This is an optimization exercise on Yosys and OpenROAD, whose aim is small area, not a production implementation.
In this exercise RTL edits were held to simulation tests only and were not proved equivalent to the original.
No driver is modelled on the clock port, so clocking that relies on it looks cheaper here than on a real chip.
Power is estimated from default activity; no workload was simulated.

==> config.mk <==
export PLATFORM = sky130hd
export DESIGN_NAME = morse
export DESIGN_NICKNAME = morse
export VERILOG_FILES = /design/flow/design.v
export SDC_FILE = /design/flow/constraint.sdc
export NUM_CORES = 4
export LEC_CHECK = 0
export ABC_AREA = 1
export CAP_MARGIN = 20
export CORE_MARGIN = 2
export CORE_UTILIZATION = 40
export CTS_BUF_LIST = sky130_fd_sc_hd__clkbuf_4
export CTS_CLUSTER_DIAMETER = 60
export CTS_CLUSTER_SIZE = 20
export SLEW_MARGIN = 20
==> standard.sh <==
#!/bin/bash
# synth_recipe.tcl (not shown) runs the flow's synth.tcl, then flattens the netlist and writes it again
# the make line also repeats each setting of config.mk as NAME=value (left out here)
make -C /OpenROAD-flow-scripts/flow DESIGN_CONFIG=/design/flow/config.mk WORK_HOME=/design/flow/orfs CLKGATE_MAP_FILE= SYNTH_SCRIPT=/design/flow/synth_recipe.tcl "${@:-finish}"
==> design.v <==
`default_nettype none
module morse (
    input wire clk,
    input wire RX,
    input wire[3:0] SW,  
    output wire LED_R,
    output wire LED_G,
    output wire LED_B
);
    wire rst = ~SW[0];
    reg [6:0] fc;
    reg       ft;
    wire fwrap = fc[6] & fc[3] & fc[2] & fc[1];       
    wire ftick = fwrap & ~ft;
    always @(posedge clk) begin
        if (rst) begin
            fc <= 0;
            ft <= 0;
        end else if (fwrap) begin
            fc <= 0;
            ft <= ~ft;
        end else begin
            fc <= fc + 1'b1;
        end
    end
    reg [4:0] phase;
    reg [4:0] A;
    reg [2:0] B5;
    reg [4:0] B24;
    wire ph9 = phase[4] & ~phase[3];                  
    wire ph4 = ~phase[4] & phase[3];                  
    wire Awrap = A[4] & A[3];                         
    wire A12 = ~A[4] & A[3] & A[2] & ~A[1] & ~A[0];   
    wire B5wrap = B5[2];                              
    wire B24wrap = B24[4] & B24[2] & B24[1] & B24[0];  
    wire btick = ph4 & A12 & B5wrap;
    wire ltick = ph9 & Awrap & B24wrap;
    always @(posedge clk) begin
        if (rst) begin
            phase <= 0;
            A <= 0;
            B5 <= 3'd2;
            B24 <= 5'd12;
        end else begin
            phase <= {phase[3:0], ~phase[4]};
            if (ph9) begin
                A <= Awrap ? 5'd0 : A + 1'b1;
                if (Awrap) begin
                    B5 <= B5wrap ? 3'd0 : B5 + 1'b1;
                    B24 <= B24wrap ? 5'd0 : B24 + 1'b1;
                end
            end
        end
    end
    reg prev;
    reg rxv;
    reg [1:0] steady;
    always @(posedge clk) begin
        if (rst) begin
            prev <= 1;
            steady <= 0;
            rxv <= 1;
        end else if (ftick) begin
            if (steady == 2'b11) begin
                rxv <= prev;
                steady <= 0;
            end else if (prev == RX) begin
                steady <= steady + 1'b1;
            end else begin
                steady <= 0;
                prev <= RX;
            end
        end
    end
    reg [8:0] sr;
    reg [5:0] cur;
    wire idle = ~|sr;
    always @(posedge clk) begin
        if (rst) begin
            sr <= 0;
            cur <= 0;
        end else if (btick) begin
            if (sr[0]) begin
                sr <= 0;
                cur <= qc(sr[8:1]);
            end else begin
                sr <= {rxv ^ idle, sr[8:1]};
            end
        end
    end
    reg [4:0] w_addr;
    reg [4:0] r_addr;
    reg [5:0] last;
    reg warn;
    reg tick_d;
    reg rdy;
    reg [59:0] ring;
    reg [5:0] bcode;
    wire [4:0] w_next = {w_addr[3:0], ~w_addr[4]};
    wire [4:0] r_next = {r_addr[3:0], ~r_addr[4]};
    wire full = (w_next == r_addr);
    wire pend = (cur != last);
    wire we = pend & ~full;
    wire [5:0] port = ring[59:54];
    always @(posedge clk) begin
        warn <= pend & full;
        tick_d <= ltick;
        if (rst) begin
            w_addr <= 0;
            last <= 0;
        end else if (we) begin
            w_addr <= w_next;
            last <= cur;
        end
        if (rst)
            r_addr <= 0;
        else if (tick_d & rdy & (r_addr != w_addr))
            r_addr <= r_next;
        ring <= {ring[53:0], (phase == w_addr) ? last : port};
    end
    reg [1:0] ph;
    wire elem = bcode[0];
    wire islast = ~|bcode[5:2];
    wire empty = ~|bcode[5:1];
    wire [1:0] ph_n = (ph == 2'd0 && !elem) ? 2'd3 : ph + 1'b1;
    always @(posedge clk) begin
        if (rst) begin
            rdy <= 1;
        end else if (ltick) begin
            if (rdy) begin
                rdy <= 0;
                ph <= 0;
            end else if (ph_n == 2'd3 && islast) begin
                rdy <= 1;
            end else begin
                ph <= ph_n;
                if (ph == 2'd3) bcode <= bcode >> 1;
            end
        end
        if (rdy && phase == r_addr)
            bcode <= tr2(port);
    end
    assign LED_B = ~(~rdy & ~empty & (ph != 2'd3));
    assign LED_G = ~rdy;
    assign LED_R = ~warn;
    function [5:0] qc(input [7:0] a);
        reg letter, digit;
        begin
            letter = (a[7:6] == 2'b01) && (a[4:0] != 5'd0) && (a[4:0] <= 5'd26);
            digit = (a[7:4] == 4'b0011) && (a[3:0] <= 4'd9);
            qc = {digit, (letter | digit) ? a[4:0] : 5'd0};
        end
    endfunction
    function [5:0] tr2(input [5:0] q);
        begin
            tr2[0] = TB0[q];
            tr2[1] = TB1[q];
            tr2[2] = TB2[q];
            tr2[3] = TB3[q];
            tr2[4] = TB4[q];
            tr2[5] = TB5[q];
        end
    endfunction
    localparam [63:0] TB0 = 64'h03c100000712e89c;
    localparam [63:0] TB1 = 64'h038300000497b4a2;
    localparam [63:0] TB2 = 64'h0307000002a1ee4a;
    localparam [63:0] TB3 = 64'h020f000003ee8c90;
    localparam [63:0] TB4 = 64'h001f00000743154c;
    localparam [63:0] TB5 = 64'h03ff000000000000;
endmodule
==> flow/abc_area.script <==
strash
&get -n
&st
&dch
&nf -R 1000
&put
==> constraint.sdc <==
create_clock -name core_clock -period 10.0 [get_ports {clk}]
set_input_delay 2.0000 -clock core_clock [delete_from_list [all_inputs] [get_ports {clk}]]
set_output_delay 2.0000 -clock core_clock [all_outputs]
set_load 0.01 [all_outputs]
==> flow/run.sh <==
#!/bin/bash
# The standard layout (standard.sh, ORFS's own scripts), with two changes:
# - synthesis maps the logic with an area-only ABC script
#   (flow/abc_area.script, picked up through ABC_AREA 1) in place of ORFS's,
#   which also buffers and sizes for speed; register mapping is unchanged;
# - clock tree synthesis inserts no dummy loads (CTS_ARGS).
# ORFS's logs stay under orfs/logs; standard.sh's output goes to standard.log.
set -euo pipefail
here=$(pwd)
mkdir -p scripts
for f in "$FLOW_HOME"/scripts/*; do
  ln -sf "$f" scripts/
done
rm -f scripts/abc_area.script
cp flow/abc_area.script scripts/abc_area.script
export SCRIPTS_DIR="$here/scripts"
export CTS_ARGS="-sink_clustering_enable -repair_clock_nets -buf_list sky130_fd_sc_hd__clkbuf_4 -sink_clustering_size 12 -sink_clustering_max_diameter 50 -dont_use_dummy_load"
bash standard.sh > "$here/standard.log" 2>&1
==> flow_summary.ini, run 1 <==
[global_route]
first_global_vias = 3062
antenna_found_initial = 0
grt_pass1_wl_um = 13400
overflow = 0
grt_max_degree = 58
grt_use_total_pct = 13.3

[synth]
synth_common_cells = dfxtp_1 (124), nand2_1 (41), a21oi_1 (40)
yosysMostFrequentCell = dfxtp_1
synth.distinct_cells = 44
synth_cells = 456
synthArstFlopShare_pct = 0
synth_edf_count = 8
synth_area_leaders = dfxtp_1 (54%), edfxtp_1 (5.2%), a21oi_1 (4.3%), xor2_1 (3.4%), o21ai_0 (3.3%)
synth_seq_area_share_pct = 58.8
syn-num-nets = 474
synth_top_area_share_pct = 53.6
synth_area_um2 = 4630
avgSynthCellArea_um2 = 10.2
ys.flop_type = dfxtp_1
synth_top_cell_by_area = dfxtp_1
ys_ff_latch = 132
yosysWarnings = 1

[critical_path]
max_stage_delay_ns = 0.55
end_kind = primary output
path_buf_inv = 1
critical_path.slowest_cell = or4_1
crit_type = reg -> out
crit_chain = or4_1 -> o21ai_0 -> clkdlybuf4s50_1
worstSetupStartpointType = flop
cp_max_fo = 2
path_delay_family = simple AND/OR/NAND/NOR gates
cp.arrival_ns = 2.18
critPathRequiredTime_ns = 8.00

[sta]
finalHoldViolCount = 0
rsz0062_at_grt = no
relSlewSlack_pct = 38.9
period_minus_slack_ns = 4.18
finalClockSkew_ns = 0.0316
setup_viol = 0
tightest_slew_ns = 0.909
period_share_pct = 41.8
max_freq_mhz = 239
finalSetupTns_ns = 0
fin_ws_ns = 5.82
slew_viol_final = 0

[clocking]
clk_pin_slew_ns = 0.11
ctsLongestPathBuffers = 2
ctsResizeCount = 0
postCtsSetupBuffers = 0
hold_buffers = 0
htreeDepth = 4
cts_tree = built
numCtsBuffers = 17
clock_sinks = 132
clock_latency_ns = 0.51
ctsRootBufferMaster = clkbuf_4

[route]
wire_per_inst_um = 12.2
first_pass_iters = 4
wirelength_um = 7600
antenna_left = 0
via_count = 3213
drc = 0
drt_iter0_drc = 212
vias_per_cell = 5.17

[floorplanning]
die_y_um = 112
die_w_um = 112
io_pins = 9
die_area_um2 = 12500
core_um2 = 11400
num_rows = 39
initial_core_util_pct = 40.7

[cells_and_area]
n_antenna_cell = 0
fin_cells = 622
utilization_pct = 44.0
drive_above_1_share_pct = 3.97
syn2layout_area_growth_pct = 7.91
fin_nets = 499
postLayoutCellArea_um2 = 5000
nFillCells = 1106

[placement]
place_inst = 605
dp_worst_setup_slack_ns = 5.83
port_buffers = 5
gp_congestion = 0.824
placed_area_um2 = 4870
hpwlAfterDp_um = 5140

[job]
max-cap-violations = 0

[pwr]
powerDensity_nw_per_um2 = 172
p_leak_nw = 1.96
peakVddDrop_v = 0.000108

[hold_path]
hp-class = reg -> reg

[run_status]
status = timing/DRC/antenna clean
[routing by layer]
layer / part of all wire, % / wire length [um] / GRT usage, %
met5: 0 / 0 / 0
met4: 2.3 / 177 / 7.65
met3: 3.5 / 263 / 4.84
met2: 45 / 3450 / 20.4
met1: 49 / 3710 / 16.2
[layout make-up]
cell class | count | area [um^2] | area share [%]
multi-input combinational | 297 | 1810 | 36.2
tap | 143 | 179 | 3.58
timing repair buffer | 6 | 57.6 | 1.15
sequential | 132 | 2720 | 54.5
clock buffer | 17 | 128 | 2.55
inverter | 27 | 101 | 2.03
[power by group]
| part | switching (mW) | leakage [nW] | internal [mW] |
|---|---|---|---|
| combinational | 0.0330 | 0.788 | 0.0204 |
| sequential | 0.0133 | 1.10 | 0.561 |
| clock | 0.152 | 0.0782 | 0.0776 |
| total | 0.198 | 1.96 | 0.659 |
[through the flow]
step	total power, mW	hold WS [ns]
6_report	0.857	0.311
5_1_grt	0.903	0.319
4_1_cts	0.870	0.315
3_5_place_dp	0.641	0.312
3_3_place_gp	0.639	0.310
2_1_floorplan	0.622	0.310
[cells in the final DEF (no fill, tap or decap), types with 11 or more instances in the layout]
cell,count
o21ai_0,31
a21oi_1,40
dfxtp_1,124
nand3_1,11
clkbuf_4,17
xor2_1,18
xnor2_1,13
clkinv_1,27
nand2_1,41
nor2_1,36
ha_1,12
[worst reg2reg max path, delay by kind of cell, from the launching register on]
family	cells	cell delay (ns)
simple gates	5	1.32
compound gates	1	0.80
flops	1	0.45
[path summary, 6_finish.rpt]
check             slack [ns]  cells after the start            endpoint                 from
setup reg to reg        7.03                      6  bcode[1]$_DFFE_PP_  phase[4]$_SDFF_PN0_
hold / removal          0.31                      0    ring[29]$_DFF_P_     ring[23]$_DFF_P_
hold reg to reg         0.31                      0    ring[29]$_DFF_P_     ring[23]$_DFF_P_
setup / recovery        5.82                      3               LED_B   bcode[4]$_DFFE_PP_
[cells by family (layout without fill, tap and decap cells)]
family                   after synthesis  count (layout)  share of synthesized area, %
AO/OA/AOI/OAI                        109             109                          14.1
multiplexers                           5               5                          1.19
XOR/XNOR                              31              31                          5.86
AND/OR/NAND/NOR                      140             140                          14.7
flip-flops                           132             132                          58.8
adder cells (fa/ha/maj)               12              12                          3.24
buffers and inverters                 27              50                          2.19
[state kept, by name (all words and copies together) (netlist names), 2 cells and up]
name / cells
phase: 5
ph: 2
w_addr: 5
A: 5
cur: 6
sr: 9
B5: 3
ring: 60
steady: 2
last: 6
r_addr: 5
fc: 7
bcode: 6
B24: 5
==> inputs of run 2 (changes only) <==
--- a/design.v
+++ b/design.v
@@ -10,18 +10,17 @@
     wire rst = ~SW[0];
     reg [6:0] fc;
     reg       ft;
-    wire fwrap = fc[6] & fc[3] & fc[2] & fc[1];       
+    wire fwrap = (fc == 7'b1001001);
     wire ftick = fwrap & ~ft;
     always @(posedge clk) begin
-        if (rst) begin
+        if (rst | fwrap)
             fc <= 0;
+        else
+            fc <= {fc[5:0], ~(fc[6] ^ fc[5])};
+        if (rst)
             ft <= 0;
-        end else if (fwrap) begin
-            fc <= 0;
+        else if (fwrap)
             ft <= ~ft;
-        end else begin
-            fc <= fc + 1'b1;
-        end
     end
     reg [4:0] phase;
     reg [4:0] A;
--- a/flow/run.sh
+++ b/flow/run.sh
@@ -3,7 +3,8 @@
 # - synthesis maps the logic with an area-only ABC script
 #   (flow/abc_area.script, picked up through ABC_AREA 1) in place of ORFS's,
 #   which also buffers and sizes for speed; register mapping is unchanged;
-# - clock tree synthesis inserts no dummy loads (CTS_ARGS).
+# - clock tree synthesis inserts no dummy loads (CTS_ARGS);
+# - the port buffers are buf_1 (BUFFER_PORTS_ARGS).
 # ORFS's logs stay under orfs/logs; standard.sh's output goes to standard.log.
 set -euo pipefail
 here=$(pwd)
@@ -15,4 +16,5 @@
 cp flow/abc_area.script scripts/abc_area.script
 export SCRIPTS_DIR="$here/scripts"
 export CTS_ARGS="-sink_clustering_enable -repair_clock_nets -buf_list sky130_fd_sc_hd__clkbuf_4 -sink_clustering_size 12 -sink_clustering_max_diameter 50 -dont_use_dummy_load"
+export BUFFER_PORTS_ARGS="-buffer_cell sky130_fd_sc_hd__buf_1"
 bash standard.sh > "$here/standard.log" 2>&1
==> run 2 against run 1 <==
Effect of this change:
- fmax up 11%
- largest cell class unchanged
- sequential share of layout area rose by 1.2 points
- critical path depth is the same
- die area down 1.6%
- utilization increased by 0.56 points
- worst setup slack improved by 0.40 ns
- first-iteration DRC count fell by 23%
- sequential power hardly changed
- non-clock buffer count is the same
- combinational power shrank 3%
- critical endpoint unchanged
- highest routed layer unchanged
- still clean
==> flow_summary.ini, run 2 <==
[run_status]
status = timing/DRC/antenna clean

[pwr]
combPwrFrac_pct = 6.1
power_switching_mw = 0.197
peakVddDrop_v = 0.0000731
seqPwrFrac_pct = 67.1
powerDensity_nw_per_um2 = 175
p_leak_nw = 1.94
power.internal_mw = 0.658
clkPwrFrac_pct = 26.8
switching_share_pct = 23.1

[clocking]
clk_pin_slew_ns = 0.12
numCtsBuffers = 17
clock_latency_ns = 0.53
postCtsSetupBuffers = 0
hold_buffers = 0
ctsResizeCount = 0
ctsLongestPathBuffers = 2
htreeDepth = 4
cts_tree = built
clock_sinks = 132
ctsRootBufferMaster = clkbuf_4

[floorplanning]
initial_core_util_pct = 41.5
die_w_um = 111
core_um2 = 11000
die_y_um = 111
die_area_um2 = 12300
num_rows = 38
io_pins = 9

[route]
vias_per_cell = 5.03
via_count = 3090
wirelength_um = 7460
wire_per_inst_um = 12.2
antenna_left = 0
first_pass_iters = 4
drc = 0
drt_iter0_drc = 164

[critical_path]
path_buf_inv = 1
path_delay_family = simple AND/OR/NAND/NOR gates
cp.arrival_ns = 1.78
critical_path.slowest_cell = or4_1
max_stage_delay_ns = 0.55
reg2reg_setup_slack_ns = 7.17
r2r_end = bcode[5]$_SDFFCE_PP0P_
crit_chain = or4_1 -> o21ai_0 -> buf_1
worstSetupStartpointType = flop
crit_type = reg -> out
cp_max_fo = 2
end_kind = primary output
critPathRequiredTime_ns = 8.00
worstReg2RegStart = phase[4]$_SDFF_PN0_
reg2reg_depth = 6

[sta]
setup_viol = 0
period_minus_slack_ns = 3.78
tightest_slew_ns = 0.812
relSlewSlack_pct = 45.3
max_freq_mhz = 265
fin_ws_ns = 6.22
rsz0062_at_grt = no
finalHoldViolCount = 0
finalSetupTns_ns = 0
slew_viol_final = 0
period_share_pct = 37.8
finalClockSkew_ns = 0.0385

[synth]
syn-num-nets = 467
synth_edf_count = 8
synth_seq_area_share_pct = 59.8
synth_common_cells = dfxtp_1 (124), nand2_1 (42), a21oi_1 (39)
avgSynthCellArea_um2 = 10.1
yosysWarnings = 1
ys.flop_type = dfxtp_1
yosysMostFrequentCell = dfxtp_1
synth_area_leaders = dfxtp_1 (55%), edfxtp_1 (5.3%), a21oi_1 (4.3%), o21ai_0 (3.8%), xor2_1 (3.8%)
synth.distinct_cells = 42
synth_cells = 450
synth_top_cell_by_area = dfxtp_1
synthArstFlopShare_pct = 0
ys_ff_latch = 132
synth_area_um2 = 4550
synth_top_area_share_pct = 54.5

[global_route]
first_global_vias = 2961
grt_use_total_pct = 13.2
globalRouteMet3Util_pct = 4.43
overflow = 0
top_usage_layer = met2
antenna_found_initial = 1
grt_max_degree = 57
use_met1_pct = 16.7
grt_pass1_wl_um = 13100
grt_use_met2_pct = 19.9

[placement]
port_buffers = 5
gp_congestion = 0.821
hpwlAfterDp_um = 4900
dp_worst_setup_slack_ns = 6.26

[hold_path]
hold_start = ring[35]$_DFF_P_
hold_path_depth = 0
worstHoldEndpoint = ring[41]$_DFF_P_
hp-class = reg -> reg

[cells_and_area]
utilization_pct = 44.5
largest_register_ff_count = 60
fin_nets = 492
drive_above_1_share_pct = 4.23
mostFrequentLayoutCells = dfxtp_1 (124), nand2_1 (42), a21oi_1 (39)
mostFrequentLayoutCell = dfxtp_1
syn2layout_area_growth_pct = 7.36
regMostFlops = ring
largestRegisters = ring: 60 flops, sr: 9 flops, fc: 7 flops

[job]
max-cap-violations = 0
-- run 2: cell type report --
type | count | area [um^2]
repair buffers | 6 | 27.5
multi-input cells | 287 | 1720
flip-flops and latches | 132 | 2720
fillers | 1026 | 6090
inverters | 31 | 116
clock buffers | 17 | 128
diodes | 1 | 2.50
well taps | 140 | 175
-- run 2: kinds of logic after synthesis --
| kind of cell | after synthesis | synth area share, % |
|---|---|---|
| muxes | 5 | 1.21 |
| xor gates and xnor gates | 29 | 5.58 |
| adders and majority gates | 11 | 3.02 |
| and+or+nand+nor | 133 | 14.0 |
| DFF | 132 | 59.8 |
| AOI/OAI and AO/OA | 109 | 13.8 |
| buffers and inverters | 31 | 2.55 |
-- run 2: power groups by stage --
stage               sequential, mW  clock [mW]  combinational (mW)
global route                 0.578       0.262              0.0594
global placement             0.586           0              0.0512
detailed placement           0.587           0              0.0515
finish                       0.574       0.230              0.0520
CTS                          0.575       0.241              0.0517
floorplan                    0.582           0              0.0381
-- run 2: how the worst max path moves through the flow --
stage                            from                endpoint  slack [ns]  depth (start not counted)
6_report       bcode[5]$_SDFFCE_PP0P_                   LED_B        6.22                          3
5_1_grt        bcode[5]$_SDFFCE_PP0P_                   LED_B        6.02                          3
2_1_floorplan  bcode[5]$_SDFFCE_PP0P_                   LED_B        6.82                          2
4_1_cts        bcode[5]$_SDFFCE_PP0P_                   LED_B        6.17                          3
3_5_place_dp                    SW[0]  bcode[5]$_SDFFCE_PP0P_        6.26                          4
3_3_place_gp                    SW[0]      bcode[3]$_DFFE_PP_        6.31                          4
-- run 2: worst reg2reg max path, delay by kind of cell (launching register included) --
kind / cells / cell delay (ns)
flops: 1 / 0.46
simple gates: 4 / 1.27
buf+inv: 1 / 0.07
compound gates: 1 / 0.69
-- run 2: metrics by stage --
stage	cells	instance area, um^2	hold slack [ns]	total power [mW]
2_1_floorplan	450	4550	0.310	0.621
3_3_place_gp	596	4760	0.310	0.637
3_5_place_dp	596	4760	0.312	0.638
4_1_cts	613	4880	0.300	0.867
5_1_grt	614	4890	0.299	0.899
6_report	614	4890	0.299	0.856
-- run 2: routing by layer --
layer	part of all wire (%)	routed length, um
met5	0	0
met4	2.0	149
met3	3.6	268
met2	45	3340
met1	50	3700
==> inputs of run 3 (changes only) <==
--- a/flow/run.sh
+++ b/flow/run.sh
@@ -1,5 +1,5 @@
 #!/bin/bash
-# The standard layout (standard.sh, ORFS's own scripts), with two changes:
+# The standard layout (standard.sh, ORFS's own scripts), with these changes:
 # - synthesis maps the logic with an area-only ABC script
 #   (flow/abc_area.script, picked up through ABC_AREA 1) in place of ORFS's,
 #   which also buffers and sizes for speed; register mapping is unchanged;
==> run 3 against run 2 <==
Effect of this change:
- still clean on timing, DRC and antenna
- total power did not move
- synthesized area did not move
- clock-buffer cell count did not move
- largest power group unchanged
==> flow_summary.ini, run 3 <==
[run_status]
status = timing/DRC/antenna clean

[route]
drt_iter0_drc = 164
antenna_left = 0
wire_per_inst_um = 12.2
via_count = 3090
wirelength_um = 7460
vias_per_cell = 5.03
first_pass_iters = 4
drc = 0

[placement]
hpwlAfterDp_um = 4900
gp_congestion = 0.821
port_buffers = 5
place_inst = 596

[floorplanning]
io_pins = 9
core_um2 = 11000
die_w_um = 111
die_y_um = 111
initial_core_util_pct = 41.5
die_area_um2 = 12300
num_rows = 38

[cells_and_area]
mostFrequentLayoutCell = dfxtp_1
nFillCells = 1026
utilization_pct = 44.5
multi_input_area_um2 = 1720
drive_above_1_share_pct = 4.23
fin_nets = 492
syn2layout_area_growth_pct = 7.36
fin_cells = 614
regMostFlops = ring
regArea_um2 = 2720
largestRegisters = ring: 60 flops, sr: 9 flops, fc: 7 flops
largest_register_ff_count = 60
mostFrequentLayoutCells = dfxtp_1 (124), nand2_1 (42), a21oi_1 (39)

[critical_path]
crit_type = reg -> out
cp_max_fo = 2
startpoint = bcode[5]$_SDFFCE_PP0P_
crit_chain = or4_1 -> o21ai_0 -> buf_1
cp.arrival_ns = 1.78
worstSetupStartpointType = flop
end_kind = primary output
critical_path.slowest_cell = or4_1
worstReg2RegStart = phase[4]$_SDFF_PN0_
path_buf_inv = 1
max_stage_delay_ns = 0.55
path_delay_family = simple AND/OR/NAND/NOR gates
critPathRequiredTime_ns = 8.00

[synth]
synth_edf_count = 8
ys.flop_type = dfxtp_1
synth_area_leaders = dfxtp_1 (55%), edfxtp_1 (5.3%), a21oi_1 (4.3%), o21ai_0 (3.8%), xor2_1 (3.8%)
synth_area_um2 = 4550
synth_seq_area_share_pct = 59.8
yosysMostFrequentCell = dfxtp_1
synth_cells = 450
synth_top_area_share_pct = 54.5
synth_common_cells = dfxtp_1 (124), nand2_1 (42), a21oi_1 (39)
syn-num-nets = 467
yosysWarnings = 1
avgSynthCellArea_um2 = 10.1
synth.distinct_cells = 42
synthArstFlopShare_pct = 0
synth_top_cell_by_area = dfxtp_1
ys_ff_latch = 132

[clocking]
cts_tree = built
clock_sinks = 132
clk_pin_slew_ns = 0.12
numCtsBuffers = 17
ctsResizeCount = 0
postCtsSetupBuffers = 0
ctsLongestPathBuffers = 2
ctsRootBufferMaster = clkbuf_4
clock_latency_ns = 0.53
htreeDepth = 4
hold_buffers = 0

[pwr]
peakVddDrop_v = 0.0000731
power.total_mw = 0.856
p_leak_nw = 1.94
powerDensity_nw_per_um2 = 175

[sta]
rsz0062_at_grt = no
period_minus_slack_ns = 3.78
hold_slack_ns = 0.299
finalClockSkew_ns = 0.0385
finalHoldViolCount = 0
max_freq_mhz = 265
period_share_pct = 37.8
tightest_slew_ns = 0.812
relSlewSlack_pct = 45.3
slew_viol_final = 0
setup_viol = 0
finalSetupTns_ns = 0

[global_route]
grt_use_total_pct = 13.2
grt_max_degree = 57
antenna_found_initial = 1
overflow = 0
grt_pass1_wl_um = 13100
first_global_vias = 2961

[hold_path]
hold_start = ring[35]$_DFF_P_
hp-class = reg -> reg

[job]
max-cap-violations = 0
-- run 3: final cells by class --
type | count | share of cell area (%)
repair buffers | 6 | 0.563
multi-input cells | 287 | 35.1
clock buffers | 17 | 2.61
diodes | 1 | 0.0512
well taps | 140 | 3.58
inverters | 31 | 2.38
flip-flops and latches | 132 | 55.7
-- run 3: stage by stage --
step / area, um^2 / setup slack, ns
global route: 4890 / 6.02
detailed placement: 4760 / 6.26
finish: 4890 / 6.22
global placement: 4760 / 6.31
floorplan: 4550 / 6.82
CTS: 4880 / 6.17
-- run 3: worst reg2reg max path, cell delays in order (launching register included) --
cell and delay [ns]:
dfxtp_1 0.46, nor2b_1 0.50, and3_1 0.44, nand4_1 0.20, clkinv_1 0.07, nand2_1 0.13
o21ai_0 0.69
-- run 3: power breakdown --
part | switching, mW | internal (mW)
Clock | 0.152 | 0.0776
Sequential | 0.0128 | 0.561
Combinational | 0.0326 | 0.0195
-- run 3: per-layer routing --
metal,up-vias,track usage [%],wire [um]
li1,1608,-,-
met1,1426,16.7,3700
met2,42,19.9,3340
met3,14,4.43,268
met4,0,7.08,149
met5,-,0,0
-- run 3: worst paths after layout --
| path | to | slack (ns) | depth (start not counted) |
|---|---|---|---|
| worst max-delay path | LED_B | 6.22 | 3 |
| worst min-delay path | ring[41]$_DFF_P_ | 0.30 | 0 |
| worst min register to register | ring[41]$_DFF_P_ | 0.30 | 0 |
| worst max register to register | bcode[5]$_SDFFCE_PP0P_ | 7.17 | 6 |
-- run 3: cell families after synthesis --
group,after synthesis,share of synthesized area (%)
compound gates,109,13.8
xor+xnor,29,5.58
fa+ha+maj,11,3.02
buf+inv,31,2.55
flops,132,59.8
mux,5,1.21
simple gates,133,14.0
==> inputs of run 4 (changes only) <==
--- a/flow/run.sh
+++ b/flow/run.sh
@@ -15,6 +15,7 @@
 rm -f scripts/abc_area.script
 cp flow/abc_area.script scripts/abc_area.script
 export SCRIPTS_DIR="$here/scripts"
-export CTS_ARGS="-sink_clustering_enable -repair_clock_nets -buf_list sky130_fd_sc_hd__clkbuf_4 -sink_clustering_size 12 -sink_clustering_max_diameter 50 -dont_use_dummy_load"
+export CTS_ARGS="-sink_clustering_enable -repair_clock_nets -buf_list sky130_fd_sc_hd__clkbuf_4 -sink_clustering_size 30 -sink_clustering_max_diameter 100 -dont_use_dummy_load"
 export BUFFER_PORTS_ARGS="-buffer_cell sky130_fd_sc_hd__buf_1"
+export PRE_CTS_TCL="$here/flow/pre_cts.tcl"
 bash standard.sh > "$here/standard.log" 2>&1
==> flow/pre_cts.tcl (new file) <==
set_max_fanout 40 [current_design]
==> run 4 against run 3 <==
Effect of this change:
- cell count rose by 0.33%
- critical path type is now in -> reg
- via count rose by 0.26%
- wire length rose by 0.98%
- largest power group unchanged
==> flow_summary.ini, run 4 <==
[global_route]
antenna_found_initial = 1
grt_pass1_wl_um = 13100
first_global_vias = 2961
grt_use_total_pct = 13.2
grt_max_degree = 57
overflow = 0

[synth]
synth_seq_area_share_pct = 59.8
syn-num-nets = 467
avgSynthCellArea_um2 = 10.1
synth_top_area_share_pct = 54.5
synthAdderAreaFrac_pct = 3.02
yosysWarnings = 1
synth.distinct_cells = 42
synthXorXnorAreaFrac_pct = 5.58
synth-compound-area-share_pct = 13.8
synth_cells = 450
ys_ff_latch = 132
yosysMostFrequentCell = dfxtp_1
yosys-mux-area-fraction_pct = 1.21
ys.flop_type = dfxtp_1
synth_common_cells = dfxtp_1 (124), nand2_1 (42), a21oi_1 (39)
synth_top_cell_by_area = dfxtp_1
synthSimpleGateAreaFrac_pct = 14.0
synth_top_family_by_area = simple AND/OR/NAND/NOR gates
synth_edf_count = 8
synthArstFlopShare_pct = 0
synth_area_leaders = dfxtp_1 (55%), edfxtp_1 (5.3%), a21oi_1 (4.3%), o21ai_0 (3.8%), xor2_1 (3.8%)
synth_area_um2 = 4550

[sta]
tightest_slew_ns = 0.807
period_minus_slack_ns = 4.03
max_freq_mhz = 248
slew_viol_final = 0
finalSetupTns_ns = 0
period_share_pct = 40.3
finalClockSkew_ns = 0.0365
finalHoldViolCount = 0
setup_viol = 0
relSlewSlack_pct = 45.6
rsz0062_at_grt = no

[pwr]
p_leak_nw = 1.95
powerDensity_nw_per_um2 = 174
peakVddDrop_v = 0.0000731

[job]
max-cap-violations = 0

[cells_and_area]
nFillCells = 1024
mostFrequentLayoutCell = dfxtp_1
syn2layout_area_growth_pct = 7.83
fin_nets = 494
largest_register_ff_count = 60
largestRegisters = ring: 60 flops, sr: 9 flops, fc: 7 flops
mostFrequentLayoutCells = dfxtp_1 (124), nand2_1 (42), a21oi_1 (39)
regMostFlops = ring
drive_above_1_share_pct = 4.42
fin_cells = 616

[clocking]
postCtsSetupBuffers = 0
cts_tree = built
clk_pin_slew_ns = 0.12
clock_sinks = 132
hold_buffers = 0
ctsResizeCount = 0
numCtsBuffers = 17
clock_latency_ns = 0.52

[critical_path]
startpoint = SW[0]
reg2reg_depth = 6
critPathRequiredTime_ns = 10.14
end_kind = flop
cp.arrival_ns = 4.17
cp_max_fo = 24
crit_type = in -> reg
worstReg2RegStart = phase[4]$_SDFF_PN0_
worstSetupStartpointType = primary input

[floorplanning]
core_um2 = 11000
num_rows = 38
die_w_um = 111
io_pins = 9
initial_core_util_pct = 41.5
die_area_um2 = 12300
die_y_um = 111

[route]
antenna_left = 0
wire_per_inst_um = 12.2
drc = 0
wirelength_um = 7540
vias_per_cell = 5.03
first_pass_iters = 5
via_count = 3098
drt_iter0_drc = 169

[placement]
hpwlAfterDp_um = 4900
place_inst = 596
port_buffers = 5
gp_congestion = 0.821

[hold_path]
hold_start = ring[35]$_DFF_P_
hold_path_depth = 0
hp-class = reg -> reg

[run_status]
status = timing/DRC/antenna clean
==> run 4: stage by stage <==
step	hold slack (ns)	util (%)	power [mW]	setup slack, ns	area, um^2
after global routing	0.299	44.7	0.900	5.80	4910
after CTS	0.300	44.5	0.867	6.17	4880
final	0.300	44.7	0.857	5.97	4910
after floorplan	0.310	-	0.621	6.82	4550
after global placement	0.310	43.3	0.637	6.31	4760
after detailed placement	0.312	43.3	0.638	6.26	4760
==> run 4: routing by layer <==
layer / share of wire, % / routed length (um) / vias to the layer above / track usage (%)
met5: 0 / 0 / - / 0
met4: 1.4 / 108 / 0 / 7.08
met3: 3.4 / 256 / 9 / 4.43
met2: 46 / 3440 / 40 / 19.9
met1: 50 / 3730 / 1437 / 16.7
li1: - / - / 1612 / -
==> run 4: cell type report <==
type	count	area, um^2	share of cell area (%)
flip-flops and latches	132	2720	55.4
multi-input cells	287	1720	35.0
well taps	140	175	3.57
clock buffers	17	128	2.60
inverters	31	116	2.37
repair buffers	8	48.8	0.994
diodes	1	2.50	0.0510
==> run 4: worst max-delay path, stage by stage <==
cell	delay (ns)
clkbuf_2	0.07
buf_4	0.20
clkdlybuf4s50_1	0.85
buf_6	0.28
nand4_1	0.11
o21ai_0	0.65
==> run 4: kinds of logic after synthesis <==
family                     count (synthesis)
xor gates and xnor gates                  29
and+or+nand+nor                          133
AOI/OAI and AO/OA                        109
DFF                                      132
adders and majority gates                 11
muxes                                      5
buffers and inverters                     31
==> run 4: where the power goes <==
| group | switching [mW] | leakage, nW | internal (mW) | total [mW] |
|---|---|---|---|---|
| Sequential | 0.0128 | 1.10 | 0.561 | 0.574 |
| Clock | 0.152 | 0.0782 | 0.0776 | 0.229 |
| Combinational | 0.0329 | 0.772 | 0.0202 | 0.0531 |
==> run 4: path summary, 6_finish.rpt <==
| kind | to | slack, ns |
|---|---|---|
| worst max-delay path | bcode[5]$_SDFFCE_PP0P_ | 5.97 |
| worst min-delay path | ring[41]$_DFF_P_ | 0.30 |
| worst min register to register | ring[41]$_DFF_P_ | 0.30 |
| worst max register to register | bcode[5]$_SDFFCE_PP0P_ | 7.19 |
==> inputs of run 5 (changes only) <==
==> run.sh (new file) <==
#!/bin/bash
# synth_recipe.tcl (not shown) runs the flow's synth.tcl, then flattens the netlist and writes it again
# the make line also repeats each setting of config.mk as NAME=value (left out here)
make -C /OpenROAD-flow-scripts/flow DESIGN_CONFIG=/design/flow/config.mk WORK_HOME=/design/flow/orfs CLKGATE_MAP_FILE= SYNTH_SCRIPT=/design/flow/synth_recipe.tcl finish
==> config.mk (replaced) <==
export PLATFORM = sky130hd
export DESIGN_NAME = morse
export DESIGN_NICKNAME = morse
export VERILOG_FILES = /design/flow/design.v
export SDC_FILE = /design/flow/constraint.sdc
export NUM_CORES = 4
export LEC_CHECK = 0
export CAP_MARGIN = 20
export CORE_MARGIN = 2
export CORE_UTILIZATION = 40
export CTS_BUF_LIST = sky130_fd_sc_hd__clkbuf_8
export CTS_CLUSTER_DIAMETER = 100
export CTS_CLUSTER_SIZE = 40
export SLEW_MARGIN = 20
removed: flow/run.sh
removed: flow/abc_area.script
removed: flow/pre_cts.tcl
removed: standard.sh
==> run 5 against run 4 <==
Effect of this change:
- still clean on timing, DRC and antenna
- cell count increased by 4.7%
- synthesized area increased by 7.0%
- sequential power decreased by 6.4%
- worst setup slack improved by 0.10 ns
- final area increased by 11%
==> flow_summary.ini, run 5 <==
[placement]
hpwlAfterDp_um = 5130
gp_congestion = 0.847
port_buffers = 5

[hold_path]
hold_start = ring[36]$_DFF_P_
worstHoldEndpoint = ring[42]$_DFF_P_
hp-class = reg -> reg
hold_path_depth = 0

[cells_and_area]
n_antenna_cell = 0
multi_input_area_um2 = 2010
regMostFlops = ring
mostFrequentLayoutCells = dfxtp_1 (124), nor2_1 (46), nand2_1 (45)
largestRegisters = ring: 60 flops, sr: 9 flops, fc: 7 flops
syn2layout_area_growth_pct = 11.5
mostFrequentLayoutCell = dfxtp_1
fin_nets = 502
regArea_um2 = 2720
drive_above_1_share_pct = 8.84
largest_register_ff_count = 60
utilization_pct = 45.4
nFillCells = 1128

[floorplanning]
die_y_um = 114
die_area_um2 = 13100
die_w_um = 114
initial_core_util_pct = 40.8
num_rows = 40
core_um2 = 12000
io_pins = 9

[synth]
ys.flop_type = dfxtp_1
synth_area_um2 = 4870
ys_ff_latch = 132
yosysWarnings = 1
synth_top_area_share_pct = 50.9
synth_common_cells = dfxtp_1 (124), nor2_1 (47), nand2_1 (45)
synth_seq_area_share_pct = 55.9
synth_edf_count = 8
syn-num-nets = 502
synthArstFlopShare_pct = 0
avgSynthCellArea_um2 = 10.1
synth_cells = 485
synth.distinct_cells = 51
yosysMostFrequentCell = dfxtp_1
synth_area_leaders = dfxtp_1 (51%), edfxtp_1 (4.9%), nor2_1 (3.6%), nand2_1 (3.5%), mux2i_1 (3.3%)
synth_top_cell_by_area = dfxtp_1

[route]
via_count = 3169
drt_iter0_drc = 207
wire_per_inst_um = 12.4
drc = 0
first_pass_iters = 4
antenna_left = 0
met2_length_um = 3580
vias_per_cell = 4.91
wirelength_um = 7980
met1Wirelength_um = 3970
top_layer = met4
dr_wl_met3_um = 247

[sta]
finalClockSkew_ns = 0.00966
max_freq_mhz = 254
slew_viol_final = 0
period_minus_slack_ns = 3.93
period_share_pct = 39.3
finalHoldViolCount = 0
relSlewSlack_pct = 47.9
finalSetupTns_ns = 0
rsz0062_at_grt = no
setup_viol = 0
tightest_slew_ns = 0.781

[critical_path]
critPathRequiredTime_ns = 8.00
crit_type = reg -> out
cp_max_fo = 2
worstReg2RegStart = phase[4]$_SDFF_PN0_
reg2reg_setup_slack_ns = 7.42
cp.arrival_ns = 1.93
reg2reg_depth = 5
worstSetupStartpointType = flop
end_kind = primary output
startpoint = bcode[5]$_SDFFCE_PP0P_
r2r_end = bcode[5]$_SDFFCE_PP0P_

[clocking]
clock_latency_ns = 0.44
clk_pin_slew_ns = 0.08
hold_buffers = 0
clock_sinks = 132
ctsRootBufferMaster = clkbuf_8
numCtsBuffers = 17
ctsLongestPathBuffers = 2
cts_tree = built
htreeDepth = 4
postCtsSetupBuffers = 0
ctsResizeCount = 0

[pwr]
power.internal_mw = 0.776
power_switching_mw = 0.235
p_leak_nw = 2.09
powerDensity_nw_per_um2 = 186
seqPwrFrac_pct = 53.1
combPwrFrac_pct = 1.7
switching_share_pct = 23.2
power.total_mw = 1.01
clkPwrFrac_pct = 45.1
peakVddDrop_v = 0.000106

[run_status]
status = timing/DRC/antenna clean

[global_route]
overflow = 0
grt_max_degree = 48
antenna_found_initial = 0
grt_use_total_pct = 13.7
first_global_vias = 3007
grt_pass1_wl_um = 13900

[job]
max-cap-violations = 0
## run 5: cell types whose count changed in the layout (fill, tap and decap cells not counted), sizes merged, moves of 4 or more
cell | before | now
a21oi | 39 | 29
buf | 6 | 2
clkdlybuf4s50 | 1 | 5
clkinv | 31 | 3
inv | 0 | 19
mux2i | 1 | 16
nand3 | 9 | 16
nor2 | 31 | 47
nor3b | 0 | 9
o21ai | 35 | 19
o22ai | 14 | 0
xnor2 | 9 | 16
## run 5: layout make-up
cell class	count	area share, %
clock inverters	14	2.97
multi-input cells	315	37.0
well taps	147	3.38
flip-flops and latches	132	50.1
repair buffers	7	1.20
inverters	12	0.829
clock buffers	18	4.56
## run 5: power by group through the flow
stage | clock (mW) | combinational, mW | sequential [mW]
after floorplan | 0 | 0.0134 | 0.549
after global placement | 0 | 0.0175 | 0.550
after detailed placement | 0 | 0.0178 | 0.550
after CTS | 0.471 | 0.0178 | 0.537
after global routing | 0.497 | 0.0199 | 0.538
final | 0.456 | 0.0173 | 0.537
## run 5: logic make-up after synthesis
| family | count (synthesis) | synth area share, % |
|---|---|---|
| buffers and inverters | 38 | 2.95 |
| AOI/OAI and AO/OA | 81 | 10.5 |
| muxes | 23 | 4.90 |
| DFF | 132 | 55.9 |
| and+or+nand+nor | 166 | 16.8 |
| adders and majority gates | 11 | 2.82 |
| xor gates and xnor gates | 34 | 6.11 |
## run 5: critical path, cell delays in order, from the launching register on
cell             delay [ns]
edfxtp_1               0.39
nor4_1                 0.37
a211o_1                0.19
clkdlybuf4s50_1        0.53
## run 5: through the flow
stage                     instances  instance area, um^2  hold slack, ns  setup WS (ns)
after floorplan                 485                 4870           0.310           6.65
after global placement          613                 5020           0.310           6.13
after detailed placement        613                 5020           0.312           6.05
after CTS                       645                 5430           0.324           6.00
after global routing            645                 5440           0.330           5.92
final                           645                 5440           0.324           6.07
## run 5: worst max-delay path by stage
stage / end / slack [ns] / depth (start not counted)
floorplan: bcode[0]$_DFFE_PP_ / 6.65 / 4
global placement: sr[8]$_SDFFE_PN0P_ / 6.13 / 4
detailed placement: sr[8]$_SDFFE_PN0P_ / 6.05 / 4
CTS: LED_B / 6.00 / 3
global route: LED_B / 5.92 / 3
finish: LED_B / 6.07 / 3
## run 5: metal layers
metal	GRT usage [%]	vias up
met2	20.9	28
met4	7.48	0
met3	5.08	14
li1	-	1670
met5	0	-
met1	16.7	1457

## re-timing with driven ports
Ports are ideal in the flow. The routed layouts listed here were re-timed in OpenROAD.
Step 1 assumes that a clkbuf_16 drives the clock port and a buf_2 every other input.
Step 2, shift: input delay + t, output delay - t, t = (earliest + latest rising clock arrival at the registers) / 2. This alone moves slack from input paths to output paths.
a / b / c = ideal ports / drivers / drivers and shift; a / b = the first two.
| run | t, ns | setup WS [ns] | worst setup path at the end |
|---|---|---|---|
| run 1 | 0.530 | 5.824 / 5.793 / 5.794 | input to register |
| run 2 | 0.538 | 6.222 / 6.189 / 6.294 | input to register |
| run 3 | 0.538 | 6.222 / 6.189 / 6.294 | input to register |
| run 4 | 0.534 | 5.969 / 5.980 / 5.445 | input to register |
| run 5 | 0.468 | 6.070 / 6.038 / 6.093 | input to register |
After both steps every run listed still meets setup and hold. The setup slack of run 4, which loses most, moves by +0.011 ns with the drivers and by -0.524 ns with both steps.
